This is an optimization exercise on Yosys and OpenROAD, whose aim is small area and a short achievable clock period, not a production implementation. No functional check of the RTL was part of any run shown here. No driver is modelled on the clock port, so clocking that relies on it looks cheaper here than on a real chip.

### flow/flow/run.sh
#!/bin/bash
# Standard layout with two changes: the smallest buffer on each port, and
# useful clock skew between registers after clock tree synthesis (skew.tcl).
# Clock tree synthesis adds no dummy loads.
export BUFFER_PORTS_ARGS="-buffer_cell sky130_fd_sc_hd__buf_1"
export POST_CTS_TCL="$PWD/flow/skew.tcl"
export SKIP_CTS_REPAIR_TIMING=1
# clock tree: no dummy loads for balancing (the skew step sets the arrivals)
export CTS_ARGS="-sink_clustering_enable -repair_clock_nets -dont_use_dummy_load -buf_list {sky130_fd_sc_hd__clkbuf_4 sky130_fd_sc_hd__clkbuf_8}"
bash standard.sh > standard.log 2>&1
### flow/flow/skew.py
#!/usr/bin/env python3
"""Plan a later clock arrival for registers (useful skew).

usage: skew.py PATHS PERIOD

PATHS holds lines "kind from to slack" as skew.tcl writes them. A delay D[r]
(>= 0) on register r's clock changes a register-to-register path s->e by
D[s] - D[e]. The plan finds the smallest period T such that:
  setup   (PERIOD - slack) + D[s] - D[e] <= T      for register pairs
  hold    slack + D[s] - D[e] >= HOLD_MARGIN
  output  (PERIOD - slack) + D[s] <= T            (the skew may only hurt)
  input   (PERIOD - slack) <= T                   (no gain from the skew)
  D[r] <= DMAX
and prints, for each register that needs a delay, a chain of delay cells.
"""
import sys

DMAX = 1.5
HOLD_MARGIN = 0.0
LEVEL_COST = 0.15
# cells and the delay each adds in front of one register's clock pin (ns)
CELLS = [
    ('sky130_fd_sc_hd__clkbuf_1', 0.09, 3.75),
    ('sky130_fd_sc_hd__dlygate4sd1_1', 0.20, 8.76),
    ('sky130_fd_sc_hd__clkdlybuf4s50_1', 0.46, 10.01),
]

path_file, period = sys.argv[1], float(sys.argv[2])
setup, hold, outp, inp, inhold = {}, {}, {}, {}, {}
regs = set()
for line in open(path_file):
    f = line.split()
    if len(f) != 4:
        continue
    kind, s, e, sl = f[0], f[1], f[2], float(f[3])
    if kind == 'max':
        setup[(s, e)] = min(setup.get((s, e), 1e9), sl)
        regs.update((s, e))
    elif kind == 'min':
        hold[(s, e)] = min(hold.get((s, e), 1e9), sl)
        regs.update((s, e))
    elif kind == 'outmax':
        outp[s] = min(outp.get(s, 1e9), sl)
        regs.add(s)
    elif kind == 'inmax':
        inp[e] = min(inp.get(e, 1e9), sl)
        regs.add(e)
    elif kind == 'inmin':
        inhold[e] = min(inhold.get(e, 1e9), sl)
        regs.add(e)
regs = sorted(regs)
idx = {r: i + 1 for i, r in enumerate(regs)}


def solve(T):
    # difference constraints x[b] >= x[a] + w as edges (a, b, w); longest path
    edges = []
    for r in regs:
        ub = DMAX
        if r in inhold:
            ub = min(ub, max(0.0, inhold[r] - HOLD_MARGIN))
        if r in outp:
            ub = min(ub, T - (period - outp[r]))
        if ub < 0:
            return None
        edges.append((0, idx[r], 0.0))
        edges.append((idx[r], 0, -ub))
    for (s, e), sl in setup.items():
        d = period - sl
        if s == e:
            if d > T:
                return None
            continue
        edges.append((idx[s], idx[e], d - T))
    for (s, e), sl in hold.items():
        if s == e:
            continue
        # D[e] - D[s] <= sl - margin
        edges.append((idx[e], idx[s], -max(0.0, sl - HOLD_MARGIN)))
    for e, sl in inp.items():
        if period - sl > T:
            return None
    n = len(regs) + 1
    x = [0.0] + [-1e18] * (n - 1)
    for it in range(n + 1):
        changed = False
        for a, b, w in edges:
            if x[a] > -1e17 and x[a] + w > x[b] + 1e-9:
                x[b] = x[a] + w
                changed = True
        if not changed:
            return {r: x[idx[r]] for r in regs}
        if x[0] > 1e-9:
            return None
    return None


t0 = max([period - sl for sl in setup.values()] + [period - sl for sl in inp.values()]
         + [period - sl for sl in outp.values()])
lo, hi = 0.0, t0
if solve(hi) is None:
    print(f'# no skew plan (T0 {t0:.3f})')
    sys.exit(0)
for _ in range(40):
    m = (lo + hi) / 2
    if solve(m) is None:
        lo = m
    else:
        hi = m
T = hi
D = solve(T)
print(f'# period without skew {t0:.3f}, with skew {T:.3f}')


CELL_D = {c[0]: c[1] for c in CELLS}


def chain(delta):
    # fewest-area chain of cells whose delay is closest to delta
    best = None
    for a in range(0, 4):
        for b in range(0, 4):
            for c in range(0, 4):
                if a + b + c == 0 or a + b + c > 4:
                    continue
                n = (a, b, c)
                d = sum(k * cell[1] for k, cell in zip(n, CELLS))
                area = sum(k * cell[2] for k, cell in zip(n, CELLS))
                cost = abs(d - delta) + 0.004 * area
                if best is None or cost < best[0]:
                    best = (cost, n)
    out = []
    for k, cell in zip(best[1], CELLS):
        out += [cell[0]] * k
    return out


# Shared delays: the registers are put on a few levels; level k is reached
# through a cascade of delay stages, each stage driving the registers of its
# level and the next stage.
need = sorted((D[r], r) for r in regs if D[r] >= 0.06)
if not need:
    sys.exit(0)
vals = [v for v, _ in need]


def levels_for(k):
    # 1-D k-means on the wanted delays
    cent = [vals[int((i + 0.5) * len(vals) / k)] for i in range(k)]
    for _ in range(50):
        groups = [[] for _ in cent]
        for v in vals:
            groups[min(range(k), key=lambda i: abs(v - cent[i]))].append(v)
        cent = [sum(g) / len(g) if g else c for g, c in zip(groups, cent)]
    err = sum(min(abs(v - c) for c in cent) for v in vals)
    return sorted(cent), err


best = None
for k in range(1, 7):
    cent, err = levels_for(k)
    cost = err + LEVEL_COST * k
    if best is None or cost < best[0]:
        best = (cost, cent)
cent = best[1]
prev = 0.0
real = 0.0
lev_of = {r: min(range(len(cent)), key=lambda i: abs(v - cent[i])) + 1 for v, r in need}
for k, c in enumerate(cent, 1):
    # each stage ends in a stronger buffer that drives its registers and the
    # next stage
    nload = sum(1 for r in lev_of if lev_of[r] == k) + (1 if k < len(cent) else 0)
    driver = ('sky130_fd_sc_hd__clkbuf_8', 0.12) if nload > 3 else ('sky130_fd_sc_hd__clkbuf_4', 0.12)
    rest = c - real - driver[1]
    cells = chain(rest) if rest > 0.05 else []
    cells.append(driver[0])
    real += sum(CELL_D.get(x, driver[1]) for x in cells)
    print('stage', k, f'{c:.3f}', ' '.join(cells))
for v, r in need:
    print('level', r, lev_of[r], f'{v:.3f}')
### flow/flow/skew.tcl
# Useful clock skew between registers, run after clock tree synthesis
# (POST_CTS_TCL). It measures the worst setup and hold slack of every
# register-to-register path, and the worst slack of every path from an input
# and to an output, then asks skew.py for a later clock arrival for each
# register that shortens the period set by the register-to-register paths.
# Paths from the inputs and to the outputs get no gain from it: an input path
# must meet that period without the skew, and an output path must meet it with
# the skew. The delays are made by clock buffers put in front of the
# registers' clock pins.

set skew_dir [file dirname [file normalize [info script]]]
set work_dir [file dirname $skew_dir]
set_propagated_clock [all_clocks]
estimate_parasitics -placement

set regs [all_registers -cells]
set clkpin [dict create]
set dpin [dict create]
set cellof [dict create]
foreach r $regs {
  set n [get_full_name $r]
  dict set cellof $n $r
  foreach p [get_pins -of_objects $r] {
    set pn [get_property $p lib_pin_name]
    if { $pn == "CLK" } { dict set clkpin $n $p }
    if { $pn == "D" } { dict set dpin $n $p }
  }
}

set f [open $work_dir/skew_paths.txt w]
foreach r $regs {
  set n [get_full_name $r]
  set cp [dict get $clkpin $n]
  foreach {kind pd} {max max min min} {
    set paths [find_timing_paths -from $cp -path_delay $pd \
      -group_path_count 10000 -endpoint_path_count 1 -unique_paths_to_endpoint]
    foreach p $paths {
      set ep [get_property $p endpoint]
      set epn [get_full_name $ep]
      if { [get_property $ep direction] == "output" } {
        puts $f "out$kind $n - [get_property $p slack]"
      } else {
        set einst [get_full_name [get_cells -of_objects $ep]]
        puts $f "$kind $n $einst [get_property $p slack]"
      }
    }
  }
  set dp [dict get $dpin $n]
  foreach {kind pd} {inmax max inmin min} {
    set paths [find_timing_paths -from [all_inputs] -to $dp -path_delay $pd]
    foreach p $paths {
      puts $f "$kind - $n [get_property $p slack]"
    }
  }
}
close $f

set period [get_property [lindex [all_clocks] 0] period]
exec python3 $skew_dir/skew.py $work_dir/skew_paths.txt $period > $work_dir/skew_plan.txt
puts "skew plan:"
puts [exec cat $work_dir/skew_plan.txt]

set block [ord::get_db_block]
set stages {}
set level [dict create]
foreach line [split [exec cat $work_dir/skew_plan.txt] "\n"] {
  if { [lindex $line 0] == "stage" } { lappend stages [lrange $line 3 end] }
  if { [lindex $line 0] == "level" } { dict set level [lindex $line 1] [lindex $line 2] }
}
set nbuf 0
set drv_net ""
set k 0
foreach cells $stages {
  incr k
  set pins {}
  set sx 0
  set sy 0
  set np 0
  dict for {n lv} $level {
    if { $lv >= $k } {
      lappend pins [dict get $clkpin $n]
      set loc [[sta::sta_to_db_inst [dict get $cellof $n]] getLocation]
      set sx [expr { $sx + [lindex $loc 0] }]
      set sy [expr { $sy + [lindex $loc 1] }]
      incr np
    }
  }
  if { $np == 0 } { break }
  set xy [list [ord::dbu_to_microns [expr { $sx / $np }]] [ord::dbu_to_microns [expr { $sy / $np }]]]
  foreach cell $cells {
    if { $drv_net == "" } {
      set net [get_nets -of_objects [lindex $pins end]]
      insert_buffer -buffer_cell $cell -net $net -load_pins $pins -load_pins_on_diff_nets \
        -location $xy -buffer_name skewbuf_$nbuf -net_name skewnet_$nbuf
    } else {
      insert_buffer -buffer_cell $cell -net $drv_net -load_pins $pins \
        -location $xy -buffer_name skewbuf_$nbuf -net_name skewnet_$nbuf
    }
    set drv_net [get_nets skewnet_$nbuf]
    set bnet [$block findNet skewnet_$nbuf]
    if { $bnet ne "NULL" && $bnet ne "" } { $bnet setSigType CLOCK }
    incr nbuf
  }
}
puts "skew buffers inserted: $nbuf"

detailed_placement
check_placement -verbose
estimate_parasitics -placement
report_worst_slack -max
report_worst_slack -min
### flow/standard.sh
#!/bin/bash
# synth_recipe.tcl (not shown) runs the flow's synth.tcl, then flattens the netlist and writes it again
# the make line also repeats each setting of config.mk as NAME=value (left out here)
make -C /OpenROAD-flow-scripts/flow DESIGN_CONFIG=/design/flow/config.mk WORK_HOME=/design/flow/orfs CLKGATE_MAP_FILE= SYNTH_SCRIPT=/design/flow/synth_recipe.tcl "${@:-finish}"
### flow/config.mk
export PLATFORM = sky130hd
export DESIGN_NAME = prng
export DESIGN_NICKNAME = prng
export VERILOG_FILES = /design/flow/design.v
export SDC_FILE = /design/flow/constraint.sdc
export NUM_CORES = 4
export LEC_CHECK = 0
export CAP_MARGIN = 20
export CORE_MARGIN = 2
export CORE_UTILIZATION = 50
export CTS_BUF_LIST = sky130_fd_sc_hd__clkbuf_4 sky130_fd_sc_hd__clkbuf_8
export HOLD_SLACK_MARGIN = 0.1
export SETUP_SLACK_MARGIN = 3.5
export SLEW_MARGIN = 20
export SYNTH_HIERARCHICAL = 1
### flow/constraint.sdc
create_clock -name core_clock -period 7.0 [get_ports {clk}]
set_input_delay 1.4000 -clock core_clock [delete_from_list [all_inputs] [get_ports {clk}]]
set_output_delay 1.4000 -clock core_clock [all_outputs]
set_load 0.01 [all_outputs]
### flow/design.v
module prng (
    input logic [31:0] seed,
    output logic [31:0] rand_num,
    input logic clk,
    input logic rst
);
    logic [31:0] state;
    wire [30:0] x = state[30:0];
    wire [30:0] xn = ~state[30:0];
    wire [30:0] nxt;
    wire s0; wire c0;
    assign s0 = 1'b1 ^ x[2] ^ xn[0];
    assign c0 = (1'b1 & x[2]) | (1'b1 & xn[0]) | (x[2] & xn[0]);
    wire s1; wire c1;
    assign s1 = 1'b1 ^ x[3] ^ xn[1];
    assign c1 = (1'b1 & x[3]) | (1'b1 & xn[1]) | (x[3] & xn[1]);
    wire s2; wire c2;
    fa u2 (.a(x[4]), .b(xn[2]), .c(xn[0]), .s(s2), .co(c2));
    wire s3; wire c3;
    fa u3 (.a(x[5]), .b(xn[3]), .c(xn[1]), .s(s3), .co(c3));
    wire s4; wire c4;
    assign s4 = 1'b0 ^ x[4] ^ x[2];
    assign c4 = (1'b0 & x[4]) | (1'b0 & x[2]) | (x[4] & x[2]);
    wire s5; wire c5;
    fa u5 (.a(x[6]), .b(c3), .c(~s4), .s(s5), .co(c5));
    wire s6; wire c6;
    fa u6 (.a(x[7]), .b(xn[5]), .c(xn[3]), .s(s6), .co(c6));
    wire s7; wire c7;
    fa u7 (.a(x[0]), .b(~c4), .c(s6), .s(s7), .co(c7));
    wire s8; wire c8;
    fa u8 (.a(x[8]), .b(xn[6]), .c(xn[4]), .s(s8), .co(c8));
    wire s9; wire c9;
    fa u9 (.a(x[1]), .b(c6), .c(s8), .s(s9), .co(c9));
    wire s10; wire c10;
    assign s10 = 1'b1 ^ x[9] ^ x[2];
    assign c10 = (1'b1 & x[9]) | (1'b1 & x[2]) | (x[9] & x[2]);
    wire s11; wire c11;
    fa u11 (.a(xn[7]), .b(xn[5]), .c(xn[0]), .s(s11), .co(c11));
    wire s12; wire c12;
    fa u12 (.a(c8), .b(s10), .c(s11), .s(s12), .co(c12));
    wire s13; wire c13;
    fa u13 (.a(xn[8]), .b(xn[6]), .c(xn[1]), .s(s13), .co(c13));
    wire s14; wire c14;
    fa u14 (.a(x[10]), .b(x[3]), .c(c10), .s(s14), .co(c14));
    wire s15; wire c15;
    fa u15 (.a(c11), .b(s13), .c(c12), .s(s15), .co(c15));
    wire s16; wire c16;
    fa u16 (.a(xn[9]), .b(xn[7]), .c(xn[2]), .s(s16), .co(c16));
    wire s17; wire c17;
    fa u17 (.a(x[11]), .b(x[4]), .c(c13), .s(s17), .co(c17));
    wire s18; wire c18;
    fa u18 (.a(s16), .b(c14), .c(s17), .s(s18), .co(c18));
    wire s19; wire c19;
    assign s19 = 1'b1 ^ x[12] ^ x[5];
    assign c19 = (1'b1 & x[12]) | (1'b1 & x[5]) | (x[12] & x[5]);
    wire s20; wire c20;
    fa u20 (.a(xn[10]), .b(xn[8]), .c(xn[3]), .s(s20), .co(c20));
    wire s21; wire c21;
    fa u21 (.a(x[0]), .b(c16), .c(s19), .s(s21), .co(c21));
    wire s22; wire c22;
    fa u22 (.a(s20), .b(c17), .c(s21), .s(s22), .co(c22));
    wire s23; wire c23;
    assign s23 = 1'b1 ^ x[13] ^ x[6];
    assign c23 = (1'b1 & x[13]) | (1'b1 & x[6]) | (x[13] & x[6]);
    wire s24; wire c24;
    fa u24 (.a(xn[11]), .b(xn[9]), .c(xn[4]), .s(s24), .co(c24));
    wire s25; wire c25;
    fa u25 (.a(x[1]), .b(c19), .c(c20), .s(s25), .co(c25));
    wire s26; wire c26;
    fa u26 (.a(s23), .b(s24), .c(c21), .s(s26), .co(c26));
    wire s27; wire c27;
    fa u27 (.a(s25), .b(c22), .c(s26), .s(s27), .co(c27));
    wire s28; wire c28;
    fa u28 (.a(x[14]), .b(x[7]), .c(x[2]), .s(s28), .co(c28));
    wire s29; wire c29;
    fa u29 (.a(xn[12]), .b(xn[10]), .c(xn[5]), .s(s29), .co(c29));
    wire s30; wire c30;
    fa u30 (.a(x[0]), .b(c23), .c(c24), .s(s30), .co(c30));
    wire s31; wire c31;
    fa u31 (.a(s28), .b(s29), .c(c25), .s(s31), .co(c31));
    wire s32; wire c32;
    fa u32 (.a(s30), .b(c26), .c(s31), .s(s32), .co(c32));
    wire s33; wire c33;
    fa u33 (.a(x[15]), .b(x[8]), .c(x[3]), .s(s33), .co(c33));
    wire s34; wire c34;
    fa u34 (.a(xn[13]), .b(xn[11]), .c(xn[6]), .s(s34), .co(c34));
    wire s35; wire c35;
    fa u35 (.a(x[1]), .b(c28), .c(c29), .s(s35), .co(c35));
    wire s36; wire c36;
    fa u36 (.a(s33), .b(s34), .c(c30), .s(s36), .co(c36));
    wire s37; wire c37;
    fa u37 (.a(s35), .b(c31), .c(s36), .s(s37), .co(c37));
    wire s38; wire c38;
    fa u38 (.a(xn[14]), .b(xn[12]), .c(xn[7]), .s(s38), .co(c38));
    wire s39; wire c39;
    fa u39 (.a(x[9]), .b(x[4]), .c(x[2]), .s(s39), .co(c39));
    wire s40; wire c40;
    fa u40 (.a(x[16]), .b(c33), .c(c34), .s(s40), .co(c40));
    wire s41; wire c41;
    fa u41 (.a(s38), .b(s39), .c(c35), .s(s41), .co(c41));
    wire s42; wire c42;
    fa u42 (.a(s40), .b(c36), .c(s41), .s(s42), .co(c42));
    wire s43; wire c43;
    assign s43 = 1'b0 ^ x[15] ^ x[13];
    assign c43 = (1'b0 & x[15]) | (1'b0 & x[13]) | (x[15] & x[13]);
    wire s44; wire c44;
    fa u44 (.a(x[10]), .b(x[5]), .c(x[3]), .s(s44), .co(c44));
    wire s45; wire c45;
    fa u45 (.a(xn[8]), .b(xn[0]), .c(x[17]), .s(s45), .co(c45));
    wire s46; wire c46;
    fa u46 (.a(c38), .b(c39), .c(~s43), .s(s46), .co(c46));
    wire s47; wire c47;
    fa u47 (.a(s44), .b(s45), .c(c40), .s(s47), .co(c47));
    wire s48; wire c48;
    fa u48 (.a(s46), .b(c41), .c(s47), .s(s48), .co(c48));
    wire s49; wire c49;
    fa u49 (.a(xn[14]), .b(xn[9]), .c(xn[1]), .s(s49), .co(c49));
    wire s50; wire c50;
    fa u50 (.a(x[11]), .b(x[6]), .c(x[4]), .s(s50), .co(c50));
    wire s51; wire c51;
    fa u51 (.a(xn[16]), .b(~c43), .c(c44), .s(s51), .co(c51));
    wire s52; wire c52;
    fa u52 (.a(x[18]), .b(s49), .c(s50), .s(s52), .co(c52));
    wire s53; wire c53;
    fa u53 (.a(c45), .b(c46), .c(s51), .s(s53), .co(c53));
    wire s54; wire c54;
    fa u54 (.a(s52), .b(c47), .c(s53), .s(s54), .co(c54));
    wire s55; wire c55;
    fa u55 (.a(xn[15]), .b(xn[10]), .c(xn[2]), .s(s55), .co(c55));
    wire s56; wire c56;
    fa u56 (.a(x[12]), .b(x[7]), .c(x[5]), .s(s56), .co(c56));
    wire s57; wire c57;
    fa u57 (.a(x[0]), .b(xn[17]), .c(x[19]), .s(s57), .co(c57));
    wire s58; wire c58;
    fa u58 (.a(c49), .b(c50), .c(s55), .s(s58), .co(c58));
    wire s59; wire c59;
    fa u59 (.a(s56), .b(s57), .c(c51), .s(s59), .co(c59));
    wire s60; wire c60;
    fa u60 (.a(c52), .b(s58), .c(c53), .s(s60), .co(c60));
    wire s61; wire c61;
    fa u61 (.a(s59), .b(c54), .c(s60), .s(s61), .co(c61));
    wire s62; wire c62;
    fa u62 (.a(x[13]), .b(x[8]), .c(x[6]), .s(s62), .co(c62));
    wire s63; wire c63;
    fa u63 (.a(xn[11]), .b(xn[3]), .c(x[1]), .s(s63), .co(c63));
    wire s64; wire c64;
    fa u64 (.a(xn[16]), .b(xn[18]), .c(x[20]), .s(s64), .co(c64));
    wire s65; wire c65;
    fa u65 (.a(c55), .b(c56), .c(s62), .s(s65), .co(c65));
    wire s66; wire c66;
    fa u66 (.a(s63), .b(c57), .c(s64), .s(s66), .co(c66));
    wire s67; wire c67;
    fa u67 (.a(c58), .b(s65), .c(c59), .s(s67), .co(c67));
    wire s68; wire c68;
    fa u68 (.a(s66), .b(s67), .c(c60), .s(s68), .co(c68));
    wire s69; wire c69;
    fa u69 (.a(x[14]), .b(x[9]), .c(x[7]), .s(s69), .co(c69));
    wire s70; wire c70;
    fa u70 (.a(xn[12]), .b(xn[4]), .c(x[2]), .s(s70), .co(c70));
    wire s71; wire c71;
    fa u71 (.a(xn[17]), .b(xn[19]), .c(x[21]), .s(s71), .co(c71));
    wire s72; wire c72;
    fa u72 (.a(c62), .b(c63), .c(s69), .s(s72), .co(c72));
    wire s73; wire c73;
    fa u73 (.a(s70), .b(c64), .c(s71), .s(s73), .co(c73));
    wire s74; wire c74;
    fa u74 (.a(c65), .b(s72), .c(c66), .s(s74), .co(c74));
    wire s75; wire c75;
    fa u75 (.a(s73), .b(c67), .c(s74), .s(s75), .co(c75));
    wire s76; wire c76;
    assign s76 = 1'b1 ^ x[15] ^ x[10];
    assign c76 = (1'b1 & x[15]) | (1'b1 & x[10]) | (x[15] & x[10]);
    wire s77; wire c77;
    fa u77 (.a(xn[13]), .b(xn[5]), .c(xn[0]), .s(s77), .co(c77));
    wire s78; wire c78;
    fa u78 (.a(x[8]), .b(x[3]), .c(xn[18]), .s(s78), .co(c78));
    wire s79; wire c79;
    fa u79 (.a(xn[20]), .b(c69), .c(c70), .s(s79), .co(c79));
    wire s80; wire c80;
    fa u80 (.a(x[22]), .b(s76), .c(s77), .s(s80), .co(c80));
    wire s81; wire c81;
    fa u81 (.a(s78), .b(c71), .c(c72), .s(s81), .co(c81));
    wire s82; wire c82;
    fa u82 (.a(s79), .b(s80), .c(c73), .s(s82), .co(c82));
    wire s83; wire c83;
    fa u83 (.a(s81), .b(c74), .c(s82), .s(s83), .co(c83));
    wire s84; wire c84;
    fa u84 (.a(xn[14]), .b(xn[6]), .c(xn[1]), .s(s84), .co(c84));
    wire s85; wire c85;
    fa u85 (.a(x[11]), .b(x[9]), .c(x[4]), .s(s85), .co(c85));
    wire s86; wire c86;
    fa u86 (.a(x[16]), .b(xn[19]), .c(xn[21]), .s(s86), .co(c86));
    wire s87; wire c87;
    fa u87 (.a(c76), .b(c77), .c(s84), .s(s87), .co(c87));
    wire s88; wire c88;
    fa u88 (.a(s85), .b(x[23]), .c(c78), .s(s88), .co(c88));
    wire s89; wire c89;
    fa u89 (.a(c79), .b(s86), .c(c80), .s(s89), .co(c89));
    wire s90; wire c90;
    fa u90 (.a(s87), .b(s88), .c(c81), .s(s90), .co(c90));
    wire s91; wire c91;
    fa u91 (.a(s89), .b(c82), .c(s90), .s(s91), .co(c91));
    wire s92; wire c92;
    fa u92 (.a(xn[15]), .b(xn[7]), .c(xn[2]), .s(s92), .co(c92));
    wire s93; wire c93;
    fa u93 (.a(x[12]), .b(x[10]), .c(x[5]), .s(s93), .co(c93));
    wire s94; wire c94;
    fa u94 (.a(x[17]), .b(c84), .c(c85), .s(s94), .co(c94));
    wire s95; wire c95;
    fa u95 (.a(xn[20]), .b(xn[22]), .c(s92), .s(s95), .co(c95));
    wire s96; wire c96;
    fa u96 (.a(s93), .b(x[24]), .c(c86), .s(s96), .co(c96));
    wire s97; wire c97;
    fa u97 (.a(c87), .b(s94), .c(s95), .s(s97), .co(c97));
    wire s98; wire c98;
    fa u98 (.a(c88), .b(s96), .c(c89), .s(s98), .co(c98));
    wire s99; wire c99;
    fa u99 (.a(s97), .b(c90), .c(s98), .s(s99), .co(c99));
    wire s100; wire c100;
    fa u100 (.a(x[13]), .b(x[11]), .c(x[6]), .s(s100), .co(c100));
    wire s101; wire c101;
    fa u101 (.a(xn[8]), .b(xn[3]), .c(x[0]), .s(s101), .co(c101));
    wire s102; wire c102;
    fa u102 (.a(xn[16]), .b(x[18]), .c(xn[21]), .s(s102), .co(c102));
    wire s103; wire c103;
    fa u103 (.a(c92), .b(c93), .c(s100), .s(s103), .co(c103));
    wire s104; wire c104;
    fa u104 (.a(s101), .b(xn[23]), .c(x[25]), .s(s104), .co(c104));
    wire s105; wire c105;
    fa u105 (.a(c94), .b(s102), .c(c95), .s(s105), .co(c105));
    wire s106; wire c106;
    fa u106 (.a(s103), .b(s104), .c(c96), .s(s106), .co(c106));
    wire s107; wire c107;
    fa u107 (.a(c97), .b(s105), .c(s106), .s(s107), .co(c107));
    wire s108; wire c108;
    fa u108 (.a(c98), .b(s107), .c(c99), .s(s108), .co(c108));
    wire s109; wire c109;
    fa u109 (.a(x[14]), .b(x[12]), .c(x[7]), .s(s109), .co(c109));
    wire s110; wire c110;
    fa u110 (.a(xn[9]), .b(xn[4]), .c(x[1]), .s(s110), .co(c110));
    wire s111; wire c111;
    fa u111 (.a(xn[17]), .b(c100), .c(c101), .s(s111), .co(c111));
    wire s112; wire c112;
    fa u112 (.a(x[19]), .b(s109), .c(s110), .s(s112), .co(c112));
    wire s113; wire c113;
    fa u113 (.a(xn[22]), .b(xn[24]), .c(x[26]), .s(s113), .co(c113));
    wire s114; wire c114;
    fa u114 (.a(c102), .b(c103), .c(s111), .s(s114), .co(c114));
    wire s115; wire c115;
    fa u115 (.a(s112), .b(c104), .c(s113), .s(s115), .co(c115));
    wire s116; wire c116;
    fa u116 (.a(c105), .b(s114), .c(c106), .s(s116), .co(c116));
    wire s117; wire c117;
    fa u117 (.a(s115), .b(c107), .c(s116), .s(s117), .co(c117));
    wire s118; wire c118;
    fa u118 (.a(x[15]), .b(x[13]), .c(x[8]), .s(s118), .co(c118));
    wire s119; wire c119;
    fa u119 (.a(xn[10]), .b(xn[5]), .c(x[2]), .s(s119), .co(c119));
    wire s120; wire c120;
    fa u120 (.a(xn[18]), .b(c109), .c(c110), .s(s120), .co(c120));
    wire s121; wire c121;
    fa u121 (.a(x[20]), .b(s118), .c(s119), .s(s121), .co(c121));
    wire s122; wire c122;
    fa u122 (.a(xn[23]), .b(xn[25]), .c(x[27]), .s(s122), .co(c122));
    wire s123; wire c123;
    fa u123 (.a(c111), .b(c112), .c(s120), .s(s123), .co(c123));
    wire s124; wire c124;
    fa u124 (.a(s121), .b(c113), .c(s122), .s(s124), .co(c124));
    wire s125; wire c125;
    fa u125 (.a(c114), .b(s123), .c(c115), .s(s125), .co(c125));
    wire s126; wire c126;
    fa u126 (.a(s124), .b(c116), .c(s125), .s(s126), .co(c126));
    wire s127; wire c127;
    fa u127 (.a(x[14]), .b(x[9]), .c(x[3]), .s(s127), .co(c127));
    wire s128; wire c128;
    fa u128 (.a(xn[11]), .b(xn[6]), .c(x[16]), .s(s128), .co(c128));
    wire s129; wire c129;
    fa u129 (.a(xn[19]), .b(c118), .c(c119), .s(s129), .co(c129));
    wire s130; wire c130;
    fa u130 (.a(x[21]), .b(s127), .c(s128), .s(s130), .co(c130));
    wire s131; wire c131;
    fa u131 (.a(xn[24]), .b(xn[26]), .c(x[28]), .s(s131), .co(c131));
    wire s132; wire c132;
    fa u132 (.a(c120), .b(c121), .c(s129), .s(s132), .co(c132));
    wire s133; wire c133;
    fa u133 (.a(s130), .b(c122), .c(s131), .s(s133), .co(c133));
    wire s134; wire c134;
    fa u134 (.a(c123), .b(s132), .c(c124), .s(s134), .co(c134));
    wire s135; wire c135;
    fa u135 (.a(s133), .b(c125), .c(s134), .s(s135), .co(c135));
    wire s136; wire c136;
    fa u136 (.a(x[15]), .b(x[10]), .c(x[4]), .s(s136), .co(c136));
    wire s137; wire c137;
    fa u137 (.a(xn[12]), .b(xn[7]), .c(x[17]), .s(s137), .co(c137));
    wire s138; wire c138;
    fa u138 (.a(xn[20]), .b(c127), .c(x[22]), .s(s138), .co(c138));
    wire s139; wire c139;
    fa u139 (.a(c128), .b(s136), .c(s137), .s(s139), .co(c139));
    wire s140; wire c140;
    fa u140 (.a(xn[25]), .b(xn[27]), .c(c129), .s(s140), .co(c140));
    wire s141; wire c141;
    fa u141 (.a(x[29]), .b(s138), .c(c130), .s(s141), .co(c141));
    wire s142; wire c142;
    fa u142 (.a(s139), .b(c131), .c(c132), .s(s142), .co(c142));
    wire s143; wire c143;
    fa u143 (.a(s140), .b(s141), .c(c133), .s(s143), .co(c143));
    wire s144; wire c144;
    fa u144 (.a(s142), .b(c134), .c(s143), .s(s144), .co(c144));
    wire s145;
    assign s145 = x[11] ^ x[5] ^ x[0];
    wire s146;
    assign s146 = xn[13] ^ xn[8] ^ x[16];
    wire s147;
    assign s147 = x[18] ^ xn[21] ^ c136;
    wire s148;
    assign s148 = s145 ^ x[23] ^ c137;
    wire s149;
    assign s149 = s146 ^ xn[26] ^ xn[28];
    wire s150;
    assign s150 = c138 ^ s147 ^ x[30];
    wire s151;
    assign s151 = c139 ^ s148 ^ c140;
    wire s152;
    assign s152 = s149 ^ c141 ^ s150;
    wire s153;
    assign s153 = s151 ^ c142 ^ s152;
    wire s154;
    assign s154 = c143 ^ s153 ^ c144;
    wire [30:0] ra, rb;
    assign ra[0] = x[0];
    assign rb[0] = 1'b1;
    assign ra[1] = x[1];
    assign rb[1] = 1'b0;
    assign ra[2] = s0;
    assign rb[2] = 1'b0;
    assign ra[3] = c0;
    assign rb[3] = s1;
    assign ra[4] = c1;
    assign rb[4] = s2;
    assign ra[5] = c2;
    assign rb[5] = s3;
    assign ra[6] = s5;
    assign rb[6] = 1'b0;
    assign ra[7] = c5;
    assign rb[7] = s7;
    assign ra[8] = c7;
    assign rb[8] = s9;
    assign ra[9] = c9;
    assign rb[9] = s12;
    assign ra[10] = s14;
    assign rb[10] = s15;
    assign ra[11] = c15;
    assign rb[11] = s18;
    assign ra[12] = c18;
    assign rb[12] = s22;
    assign ra[13] = s27;
    assign rb[13] = 1'b0;
    assign ra[14] = c27;
    assign rb[14] = s32;
    assign ra[15] = c32;
    assign rb[15] = s37;
    assign ra[16] = c37;
    assign rb[16] = s42;
    assign ra[17] = c42;
    assign rb[17] = s48;
    assign ra[18] = c48;
    assign rb[18] = s54;
    assign ra[19] = s61;
    assign rb[19] = 1'b0;
    assign ra[20] = c61;
    assign rb[20] = s68;
    assign ra[21] = c68;
    assign rb[21] = s75;
    assign ra[22] = c75;
    assign rb[22] = s83;
    assign ra[23] = c83;
    assign rb[23] = s91;
    assign ra[24] = c91;
    assign rb[24] = s99;
    assign ra[25] = s108;
    assign rb[25] = 1'b0;
    assign ra[26] = c108;
    assign rb[26] = s117;
    assign ra[27] = c117;
    assign rb[27] = s126;
    assign ra[28] = c126;
    assign rb[28] = s135;
    assign ra[29] = c135;
    assign rb[29] = s144;
    assign ra[30] = s154;
    assign rb[30] = 1'b0;
    wire [30:0] g0 = ra & rb;
    wire [30:0] p0 = ra ^ rb;
    wire gg1 = g0[1] | (p0[1] & g0[0]);
    wire gg2 = g0[2] | (p0[2] & g0[1]);
    wire pp2 = p0[2] & p0[1];
    wire gg3 = gg2 | (pp2 & g0[0]);
    wire gg4 = g0[3] | (p0[3] & g0[2]);
    wire pp4 = p0[3] & p0[2];
    wire gg5 = gg4 | (pp4 & gg1);
    wire gg6 = g0[4] | (p0[4] & g0[3]);
    wire pp6 = p0[4] & p0[3];
    wire gg7 = gg6 | (pp6 & g0[2]);
    wire pp7 = pp6 & p0[2];
    wire gg8 = gg7 | (pp7 & gg1);
    wire gg9 = g0[5] | (p0[5] & g0[4]);
    wire pp9 = p0[5] & p0[4];
    wire gg10 = gg9 | (pp9 & g0[3]);
    wire pp10 = pp9 & p0[3];
    wire gg11 = gg10 | (pp10 & gg3);
    wire gg12 = g0[6] | (p0[6] & gg10);
    wire pp12 = p0[6] & pp10;
    wire gg13 = gg12 | (pp12 & gg3);
    wire gg14 = g0[7] | (p0[7] & g0[6]);
    wire pp14 = p0[7] & p0[6];
    wire gg15 = gg14 | (pp14 & gg11);
    wire gg16 = g0[8] | (p0[8] & g0[7]);
    wire pp16 = p0[8] & p0[7];
    wire gg17 = g0[6] | (p0[6] & gg9);
    wire pp17 = p0[6] & pp9;
    wire gg18 = gg16 | (pp16 & gg17);
    wire pp18 = pp16 & pp17;
    wire gg19 = gg18 | (pp18 & gg5);
    wire gg20 = g0[9] | (p0[9] & g0[8]);
    wire pp20 = p0[9] & p0[8];
    wire gg21 = gg20 | (pp20 & gg14);
    wire pp21 = pp20 & pp14;
    wire gg22 = gg21 | (pp21 & gg11);
    wire gg23 = g0[10] | (p0[10] & gg20);
    wire pp23 = p0[10] & pp20;
    wire gg24 = gg23 | (pp23 & gg15);
    wire gg25 = g0[11] | (p0[11] & g0[10]);
    wire pp25 = p0[11] & p0[10];
    wire gg26 = gg25 | (pp25 & gg22);
    wire gg27 = g0[12] | (p0[12] & gg25);
    wire pp27 = p0[12] & pp25;
    wire gg28 = gg27 | (pp27 & gg22);
    wire gg29 = g0[13] | (p0[13] & gg27);
    wire pp29 = p0[13] & pp27;
    wire gg30 = gg29 | (pp29 & gg22);
    wire gg31 = g0[14] | (p0[14] & g0[13]);
    wire pp31 = p0[14] & p0[13];
    wire gg32 = gg31 | (pp31 & gg28);
    wire gg33 = g0[15] | (p0[15] & g0[14]);
    wire pp33 = p0[15] & p0[14];
    wire gg34 = gg33 | (pp33 & g0[13]);
    wire pp34 = pp33 & p0[13];
    wire gg35 = gg34 | (pp34 & gg28);
    wire gg36 = g0[16] | (p0[16] & g0[15]);
    wire pp36 = p0[16] & p0[15];
    wire gg37 = gg36 | (pp36 & gg31);
    wire pp37 = pp36 & pp31;
    wire gg38 = gg37 | (pp37 & gg28);
    wire gg39 = g0[17] | (p0[17] & g0[16]);
    wire pp39 = p0[17] & p0[16];
    wire gg40 = gg39 | (pp39 & gg33);
    wire pp40 = pp39 & pp33;
    wire gg41 = gg40 | (pp40 & gg30);
    wire gg42 = g0[18] | (p0[18] & g0[17]);
    wire pp42 = p0[18] & p0[17];
    wire gg43 = gg42 | (pp42 & gg36);
    wire pp43 = pp42 & pp36;
    wire gg44 = gg43 | (pp43 & gg32);
    wire gg45 = g0[18] | (p0[18] & gg39);
    wire pp45 = p0[18] & pp39;
    wire gg46 = g0[19] | (p0[19] & gg45);
    wire pp46 = p0[19] & pp45;
    wire gg47 = gg46 | (pp46 & gg35);
    wire gg48 = g0[20] | (p0[20] & g0[19]);
    wire pp48 = p0[20] & p0[19];
    wire gg49 = gg48 | (pp48 & gg44);
    wire gg50 = g0[21] | (p0[21] & g0[20]);
    wire pp50 = p0[21] & p0[20];
    wire gg51 = gg50 | (pp50 & g0[19]);
    wire pp51 = pp50 & p0[19];
    wire gg52 = gg51 | (pp51 & gg44);
    wire gg53 = g0[22] | (p0[22] & g0[21]);
    wire pp53 = p0[22] & p0[21];
    wire gg54 = gg53 | (pp53 & gg48);
    wire pp54 = pp53 & pp48;
    wire gg55 = gg54 | (pp54 & gg44);
    wire gg56 = g0[23] | (p0[23] & g0[22]);
    wire pp56 = p0[23] & p0[22];
    wire gg57 = gg56 | (pp56 & gg50);
    wire pp57 = pp56 & pp50;
    wire gg58 = gg57 | (pp57 & gg47);
    wire gg59 = g0[24] | (p0[24] & g0[23]);
    wire pp59 = p0[24] & p0[23];
    wire gg60 = gg59 | (pp59 & gg53);
    wire pp60 = pp59 & pp53;
    wire gg61 = gg60 | (pp60 & gg49);
    wire gg62 = g0[25] | (p0[25] & gg60);
    wire pp62 = p0[25] & pp60;
    wire gg63 = gg62 | (pp62 & gg49);
    wire gg64 = g0[26] | (p0[26] & g0[25]);
    wire pp64 = p0[26] & p0[25];
    wire gg65 = gg64 | (pp64 & gg61);
    wire gg66 = g0[27] | (p0[27] & g0[26]);
    wire pp66 = p0[27] & p0[26];
    wire gg67 = gg66 | (pp66 & g0[25]);
    wire pp67 = pp66 & p0[25];
    wire gg68 = gg67 | (pp67 & gg61);
    wire gg69 = g0[28] | (p0[28] & g0[27]);
    wire pp69 = p0[28] & p0[27];
    wire gg70 = gg69 | (pp69 & gg64);
    wire pp70 = pp69 & pp64;
    wire gg71 = gg70 | (pp70 & gg61);
    wire gg72 = g0[29] | (p0[29] & g0[28]);
    wire pp72 = p0[29] & p0[28];
    wire gg73 = gg72 | (pp72 & gg66);
    wire pp73 = pp72 & pp66;
    wire gg74 = gg73 | (pp73 & gg63);
    wire gg75 = g0[29] | (p0[29] & gg69);
    wire pp75 = p0[29] & pp69;
    wire gg76 = g0[30] | (p0[30] & gg75);
    wire pp76 = p0[30] & pp75;
    wire gg77 = gg76 | (pp76 & gg65);
    assign nxt[0] = p0[0];
    assign nxt[1] = p0[1] ^ g0[0];
    assign nxt[2] = p0[2] ^ gg1;
    assign nxt[3] = p0[3] ^ gg3;
    assign nxt[4] = p0[4] ^ gg5;
    assign nxt[5] = p0[5] ^ gg8;
    assign nxt[6] = p0[6] ^ gg11;
    assign nxt[7] = p0[7] ^ gg13;
    assign nxt[8] = p0[8] ^ gg15;
    assign nxt[9] = p0[9] ^ gg19;
    assign nxt[10] = p0[10] ^ gg22;
    assign nxt[11] = p0[11] ^ gg24;
    assign nxt[12] = p0[12] ^ gg26;
    assign nxt[13] = p0[13] ^ gg28;
    assign nxt[14] = p0[14] ^ gg30;
    assign nxt[15] = p0[15] ^ gg32;
    assign nxt[16] = p0[16] ^ gg35;
    assign nxt[17] = p0[17] ^ gg38;
    assign nxt[18] = p0[18] ^ gg41;
    assign nxt[19] = p0[19] ^ gg44;
    assign nxt[20] = p0[20] ^ gg47;
    assign nxt[21] = p0[21] ^ gg49;
    assign nxt[22] = p0[22] ^ gg52;
    assign nxt[23] = p0[23] ^ gg55;
    assign nxt[24] = p0[24] ^ gg58;
    assign nxt[25] = p0[25] ^ gg61;
    assign nxt[26] = p0[26] ^ gg63;
    assign nxt[27] = p0[27] ^ gg65;
    assign nxt[28] = p0[28] ^ gg68;
    assign nxt[29] = p0[29] ^ gg71;
    assign nxt[30] = p0[30] ^ gg74;
    always_ff @(posedge clk) begin
        if (rst) begin
            state <= seed;
        end else begin
            state <= {1'b0, nxt};
        end
        rand_num <= state;
    end
endmodule
module fa (
    input  logic a,
    input  logic b,
    input  logic c,
    output logic s,
    output logic co
);
    assign s = a ^ b ^ c;
    assign co = (a & b) | (a & c) | (b & c);
endmodule
==> summary.txt, run 1 <==
Outcome
  • Outcome: finished clean

Timing
  • Rel. slew slack: 0.580
  • RSZ-0062 raised after global routing: true
  • # setup viols final: 0
  • Peak Freq: 282 MHz
  • Final critical-path share of the clock period: 0.506
  • Max Clock Skew: 1.49 ns
  • Final min period: 3.54 ns
  • Slew Limit Fails: 0
  • Setup_tns: 0 ns
  • Worst slew pin tran: 0.630 ns
  • Final hold slack: 0.125 ns
  • Final Hold Fails: 0

Worst setup path
  • Worst Path Arrival: 4.08 ns
  • Worst EP required: 7.54 ns
  • R2r worst-path depth: 12
  • CP Cell Sequence: inv_8 > fa_2 > fa_2 > fa_1 > fa_1 > ha_4 > nand4_1 > a2111o_1 > a21boi_4 > nor2_1 > xor2_1 > o21ai_0
  • Worst path max stage delay: 0.54 ns
  • Critical path launch point type: flop
  • Crit path launch: state[8]
  • CP max-delay cell: fa_1
  • CP Capture Type: flop
  • Worst-path fanout max: 4
  • FF-to-FF Start: state[8]
  • Setup Crit Path Kind: flop to flop

Floorplan
  • Die W: 113 um
  • Die span in y: 113 um
  • IO Pins: 66
  • Die Area: 12800 sq um
  • Core Footprint: 11500 sq um
  • Initial Util: 0.516
  • Core Rows: 39

Finish
  • Non-Filler Instances: 766
  • Finished Cell Area: 7440 sq um
  • Final net count: 828
  • Number of inserted diodes: 0
  • Area Growth Syn to Fin: 25.3%
  • Filler Cell Count: 947
  • Share of layout cells above drive strength 1: 0.291

Routing
  • Met3 Routed Length: 836 um
  • Routed len/inst: 20.0 um
  • DRT antenna net count: 0
  • First-pass DRT Iterations: 15
  • Total number of vias: 4027
  • Via/cell ratio: 5.26
  • Met1 wire length: 6880 um
  • DRT iter0 DRCs: 146
  • WL met2: 7290 um
  • Drc violations: 0
  • WL final: 15300 um
  • DR top layer: met4

Placement
  • DP HPWL: 11700 um
  • Port Buf Inserts: 65
  • Cell Area, Placed: 6560 sq um
  • Inst Count DP: 686
  • GP Congestion: 0.911

Logic synthesis
  • Number of flops mapped to enable cells by yosys: 0
  • Library cells used by synthesis: 54
  • Synthesized instance count: 484
  • Syn_area_per_cell: 12.3 sq um
  • Asr flop ratio synth: 0
  • Top_reg_cell synth: dfxtp_1
  • Ys Warns: 7
  • Synthesized cell area: 5940 sq um
  • Share of the synthesized area in the top cell type: 0.462
  • Synth area leaders: fa_1 (46%), dfxtp_1 (22%), ha_1 (6.7%)
  • Area leader, netlist: fa_1
  • Sequential share of the synthesized area: 0.216
  • Syn nets: 687
  • #FFs+latches synth: 64

Clock network
  • Sink Count: 64
  • CTS clk-pin slew, worst paths: 0.07 ns
  • Clock latency on the worst-skew pair: 1.83 ns
  • CTS tree: built

Run
  • MaxCap Viol Count: 0

GRT
  • First-pass GRT wire length: 23700 um
  • Initial antenna violation count: 0
  • Gr usage total: 0.259
  • Vias in the first global route: 4209
  • Largest net degree at the start of global routing: 67
  • Total gr overflow: 0

Worst hold path
  • Worst Min Path Start: state[7]
  • Hold WC Path Type: flop to flop
  • Hold-critical path depth: 8
==> placed cells by master, fill, tap and decap left out, drive strengths merged, types with 3 or more instances in the layout <==
| master | synthesis | layout |
|---|---|---|
| fa | 137 | 137 |
| buf | 3 | 115 |
| dfxtp | 64 | 64 |
| inv | 48 | 47 |
| nand2 | 42 | 42 |
| ha | 32 | 32 |
| o21ai | 25 | 25 |
| xnor2 | 23 | 23 |
| clkbuf | 4 | 20 |
| xor2 | 11 | 11 |
| o31ai | 11 | 11 |
| dlygate4sd3 | 0 | 10 |
| nor2 | 9 | 9 |
| a211oi | 6 | 6 |
| or3 | 6 | 6 |
| a21oi | 6 | 6 |
| a21o | 5 | 5 |
| and2 | 5 | 5 |
| nor3 | 5 | 5 |
| o21a | 4 | 4 |
| a21boi | 4 | 4 |
| nand3 | 3 | 3 |
| and3 | 3 | 3 |
| nand4 | 3 | 3 |
==> critical path: cells and delay by family, from the launching register on <==
kind / cells / cell delay, ns
xor gates and xnor gates: 1 / 0.14
buffers and inverters: 1 / 0.05
and+or+nand+nor: 2 / 0.20
adders and majority gates: 5 / 2.04
DFF: 1 / 0.42
AOI/OAI and AO/OA: 3 / 0.86
==> per-module statistics from Yosys, one instance, submodules excluded <==
module  cell area [sq um]  cells inside
prng                 3200           347
fa                   20.0             1
==> metal layers <==
metal | up-vias | track usage
met5 | - | 0
met4 | 0 | 0.0854
met3 | 18 | 0.0503
met2 | 118 | 0.410
met1 | 2018 | 0.366
li1 | 1873 | -
==> final timing paths <==
check	to	slack [ns]
max	state[16]	3.46
min reg2reg	state[30]	0.12
min	state[30]	0.12
max reg2reg	state[16]	3.46
==> sequential cells by signal, indices dropped and copies added (netlist names) <==
signal / flops
rand_num: 32
state: 32
==> layout make-up, clock buffers not listed <==
class	instances	area [sq um]	area share
Tap cell	143	179	0.0240
Inverter	48	216	0.0291
Sequential cell	64	1360	0.183
Timing Repair Buffer	126	736	0.0989
Multi-Input combinational cell	365	4740	0.637
==> Yosys cell counts, drive strengths merged, types with 2 or more instances <==
cell type  number
fa            137
a21o            5
inv            48
nand4           3
xor2           11
a21oi           6
clkbuf          4
nand2          42
or2             2
xnor2          23
a211oi          6
a311oi          2
o211ai          2
a21boi          4
o31ai          11
ha             32
and2            5
dfxtp          64
a31o            2
or3             6
o21bai          2
and3            3
nand3           3
nor3            5
nor2            9
buf             3
o21ai          25
o21a            4
==> metrics by stage <==
| step | setup WS [ns] | util |
|---|---|---|
| floorplan | 2.80 | - |
| global placement | 2.47 | 0.569 |
| detailed placement | 2.49 | 0.569 |
| global route | 3.31 | 0.646 |
| finish | 3.46 | 0.646 |
==> cells by family (layout without fill, tap and decap cells) <==
family	after synthesis	in the layout	synth area share
mux	1	1	0.00190
buf+inv	55	194	0.0350
flops	64	64	0.216
compound gates	77	77	0.0967
simple gates	84	84	0.0712
fa+ha+maj	169	169	0.529
xor+xnor	34	34	0.0501
==> run 2, diff against run 1 <==
--- a/flow/config.mk
+++ b/flow/config.mk
@@ -11,5 +11,5 @@
 export CTS_BUF_LIST = sky130_fd_sc_hd__clkbuf_4 sky130_fd_sc_hd__clkbuf_8
 export HOLD_SLACK_MARGIN = 0.1
-export SETUP_SLACK_MARGIN = 3.5
+export SETUP_SLACK_MARGIN = 3.3
 export SLEW_MARGIN = 20
 export SYNTH_HIERARCHICAL = 1
==> run 2 against run 1 <==
Still clean. Flip-flop and latch count unchanged. Clock skew increased by 0.0041 ns. Die area unchanged. Fmax decreased by 1.4%. First-iteration DRC count increased by 47%. Sequential share of layout area increased by 0.52 points. Worst setup slack got worse by 0.051 ns. Highest routed layer unchanged.
==> summary.txt, run 2 <==
Outcome
  • Outcome: finished clean (unchanged)

Placement
  • Port Buf Inserts: 65 (unchanged)
  • Cell Area, Placed: 6550 sq um (was 6560 sq um)
  • DP HPWL: 11900 um (was 11700 um)
  • GP Congestion: 0.891 (was 0.911)
  • Inst Count DP: 686 (unchanged)
  • Place WS: 2.45 ns (was 2.49 ns)

Floorplan
  • Core Footprint: 11500 sq um (unchanged)
  • Die Area: 12800 sq um (unchanged)
  • Die span in y: 113 um (unchanged)
  • IO Pins: 66 (unchanged)
  • Initial Util: 0.516 (unchanged)
  • Die W: 113 um (unchanged)
  • Core Rows: 39 (unchanged)

Worst hold path
  • Hold-critical path depth: 8 (unchanged)
  • Worst Min Path Start: state[7] (unchanged)
  • Hold WC Path Type: flop to flop (unchanged)
  • Worst hold endpoint: state[30] (unchanged)

Timing
  • Peak Freq: 278 MHz (was 282 MHz)
  • Slew Limit Fails: 0 (unchanged)
  • Final critical-path share of the clock period: 0.513 (was 0.506)
  • Final min period: 3.59 ns (was 3.54 ns)
  • Setup_tns: 0 ns (unchanged)
  • Final WS setup: 3.41 ns (was 3.46 ns)
  • Worst slew pin tran: 0.629 ns (was 0.630 ns)
  • Final Hold Fails: 0 (unchanged)
  • RSZ-0062 raised after global routing: true (unchanged)
  • # setup viols final: 0 (unchanged)
  • Rel. slew slack: 0.580 (about the same)
  • Max Clock Skew: 1.50 ns (was 1.49 ns)

Logic synthesis
  • Sequential share of the synthesized area: 0.216 (unchanged)
  • Synthesized cell area: 5940 sq um (unchanged)
  • Area leader, netlist: fa_1 (unchanged)
  • Asr flop ratio synth: 0 (unchanged)
  • Syn nets: 687 (unchanged)
  • Number of flops mapped to enable cells by yosys: 0 (unchanged)
  • #FFs+latches synth: 64 (unchanged)
  • Syn_area_per_cell: 12.3 sq um (unchanged)
  • Synthesized instance count: 484 (unchanged)
  • Most frequent cell after synthesis: fa_1 (unchanged)
  • Ys Warns: 7 (unchanged)
  • Synth area leaders: fa_1 (46%), dfxtp_1 (22%), ha_1 (6.7%) (unchanged)
  • Share of the synthesized area in the top cell type: 0.462 (unchanged)
  • Top_reg_cell synth: dfxtp_1 (unchanged)
  • Library cells used by synthesis: 54 (unchanged)
  • Commonest cells post-synth: fa_1 (137), dfxtp_1 (64), inv_1 (48), nand2_1 (42), ha_1 (32) (unchanged)

Worst setup path
  • CP Cell Sequence: inv_2 > fa_1 > fa_2 > fa_1 > fa_1 > ha_4 > a41oi_1 > o21ai_1 > and2_1 > or2_4 > buf_4 > a311oi_4 > nor4b_1 > a211o_1 (was inv_8 > fa_2 > fa_2 > fa_1 > fa_1 > ha_4 > nand4_1 > a2111o_1 > a21boi_4 > nor2_1 > xor2_1 > o21ai_0)
  • Critical path launch point type: flop (unchanged)
  • Worst EP required: 8.75 ns (was 7.54 ns)
  • FF-to-FF Start: state[17] (was state[8])
  • FF-to-FF setup slack: 3.41 ns (was 3.46 ns)
  • Worst path max stage delay: 0.57 ns (was 0.54 ns)
  • R2r worst-path depth: 14 (was 12)
  • Worst R2R End: state[29] (was state[16])
  • Cell family with most CP delay: adder cells (unchanged)
  • CP dominant cell by count: fa_1
  • Setup Crit Path Kind: flop to flop (unchanged)
  • Critical path buffers and inverters: 2 (was 1)
  • CP max-delay cell: fa_1 (unchanged)
  • CP Capture Type: flop (unchanged)
  • Worst-path fanout max: 4 (unchanged)
  • Worst Path Arrival: 5.34 ns (was 4.08 ns)

GRT
  • Vias in the first global route: 4584 (was 4209)
  • First-pass GRT wire length: 25200 um (was 23700 um)
  • Gr usage total: 0.274 (was 0.259)
  • Total gr overflow: 0 (unchanged)
  • Largest net degree at the start of global routing: 67 (unchanged)
  • Initial antenna violation count: 0 (unchanged)

Routing
  • Via/cell ratio: 5.36 (was 5.26)
  • WL final: 15700 um (was 15300 um)
  • DRT antenna net count: 0 (unchanged)
  • Drc violations: 0 (unchanged)
  • DRT iter0 DRCs: 214 (was 146)
  • Total number of vias: 4049 (was 4027)
  • Routed len/inst: 20.8 um (was 20.0 um)
  • First-pass DRT Iterations: 15 (unchanged)

Finish
  • Final net count: 818 (was 828)
  • Share of layout cells above drive strength 1: 0.233 (was 0.291)
  • Finished Cell Area: 7220 sq um (was 7440 sq um)
  • Commonest non-fill, non-tap cells in the layout: fa_1 (119), buf_1 (64), dfxtp_1 (42) (was fa_1 (112), buf_1 (64), buf_4 (49))
  • Finished Core Util: 0.627 (was 0.646)
  • Non-Filler Instances: 756 (was 766)
  • Commonest non-fill, non-tap cell in the layout: fa_1 (unchanged)
  • Number of inserted diodes: 0 (unchanged)
  • Filler Cell Count: 965 (was 947)
  • Area Growth Syn to Fin: 21.5% (was 25.3%)
  • Largest regs: rand_num: 32 flops, state: 32 flops (unchanged)

Clock network
  • Sink Count: 64 (unchanged)
  • Clock latency on the worst-skew pair: 1.86 ns (was 1.83 ns)
  • CTS tree: built (unchanged)
  • CTS clk-pin slew, worst paths: 0.09 ns (was 0.07 ns)

Run
  • MaxCap Viol Count: 0 (unchanged)
## run 2: routing by layer
metal  vias up  global-route usage  routed length, um
li1       1850                   -                  -
met1      2057               0.373               6910
met2       124               0.445               7650
met3        18              0.0546                881
met4         0              0.0992                304
met5         -                   0                  0
## run 2: layout make-up, clock buffers not listed
class	instances	area [sq um]	share of cell area
Tap cell	143	179	0.0248
Sequential cell	64	1360	0.188
Inverter	48	195	0.0271
Multi-Input combinational cell	365	4620	0.641
Timing Repair Buffer	115	653	0.0905
## run 2: worst reg2reg max path, stage by stage (launching register included)
cell and delay (ns):
dfxtp_4 0.38, inv_2 0.08, fa_1 0.51, fa_2 0.38, fa_1 0.47, fa_1 0.57, ha_4 0.23, a41oi_1 0.14
o21ai_1 0.10, and2_1 0.17, or2_4 0.23, buf_4 0.16, a311oi_4 0.30, nor4b_1 0.10, a211o_1 0.29
## run 2: modules after synthesis, one instance, submodules excluded
module,copies in the design,flip-flops and latches,area (sq um)
fa,137,0,20.0
prng,1,64,3200
## run 2: how the worst max path moves through the flow
stage,start,end,slack [ns],depth (start not counted)
finish,state[17],state[29],3.41,14
global route,state[17],state[21],3.26,11
detailed placement,state[0],state[29],2.45,14
global placement,state[0],state[29],2.52,14
floorplan,state[0],state[29],2.80,14
## run 2: logic make-up after synthesis
kind of cell             Yosys count  synth area share
adder cells (fa/ha/maj)          169             0.529
buffers and inverters             55            0.0350
multiplexers                       1           0.00190
flip-flops                        64             0.216
XOR/XNOR                          34            0.0501
AND/OR/NAND/NOR                   84            0.0712
AO/OA/AOI/OAI                     77            0.0967
## run 2: stage by stage
stage | hold WS [ns]
6_report | 0.119
5_1_grt | 0.0885
3_3_place_gp | 0.318
3_5_place_dp | 0.315
2_1_floorplan | 0.310

-- static timing again, ports no longer ideal --
The flow's constraints put no driver on any port. The routed layouts listed below were extracted and timed again, unchanged, in two steps.
Step 1 sets driving cells, clkbuf_16 on the clock port and buf_2 on the other inputs (assumed; they add their load-dependent delay and slew).
Step 2, shift: input delay + t, output delay - t, t = (earliest + latest rising clock arrival at the registers) / 2. This alone moves slack from input paths to output paths.
a / b / c = ideal ports / drivers / drivers and shift; a / b = the first two.
run	t, ns	setup WS [ns]	worst hold slack (ns)	latest minus earliest clock arrival (ns)
run 1	1.111	3.459 / 3.459 / 3.459	0.125 / 0.125 / 0.125	1.517 / 1.517
run 2	1.133	3.408 / 3.408 / 3.408	0.119 / 0.119 / 0.119	1.524 / 1.525
Clock arrivals are far apart in run 1 and run 2, so t is only a midpoint there and step 2 fits no single register.
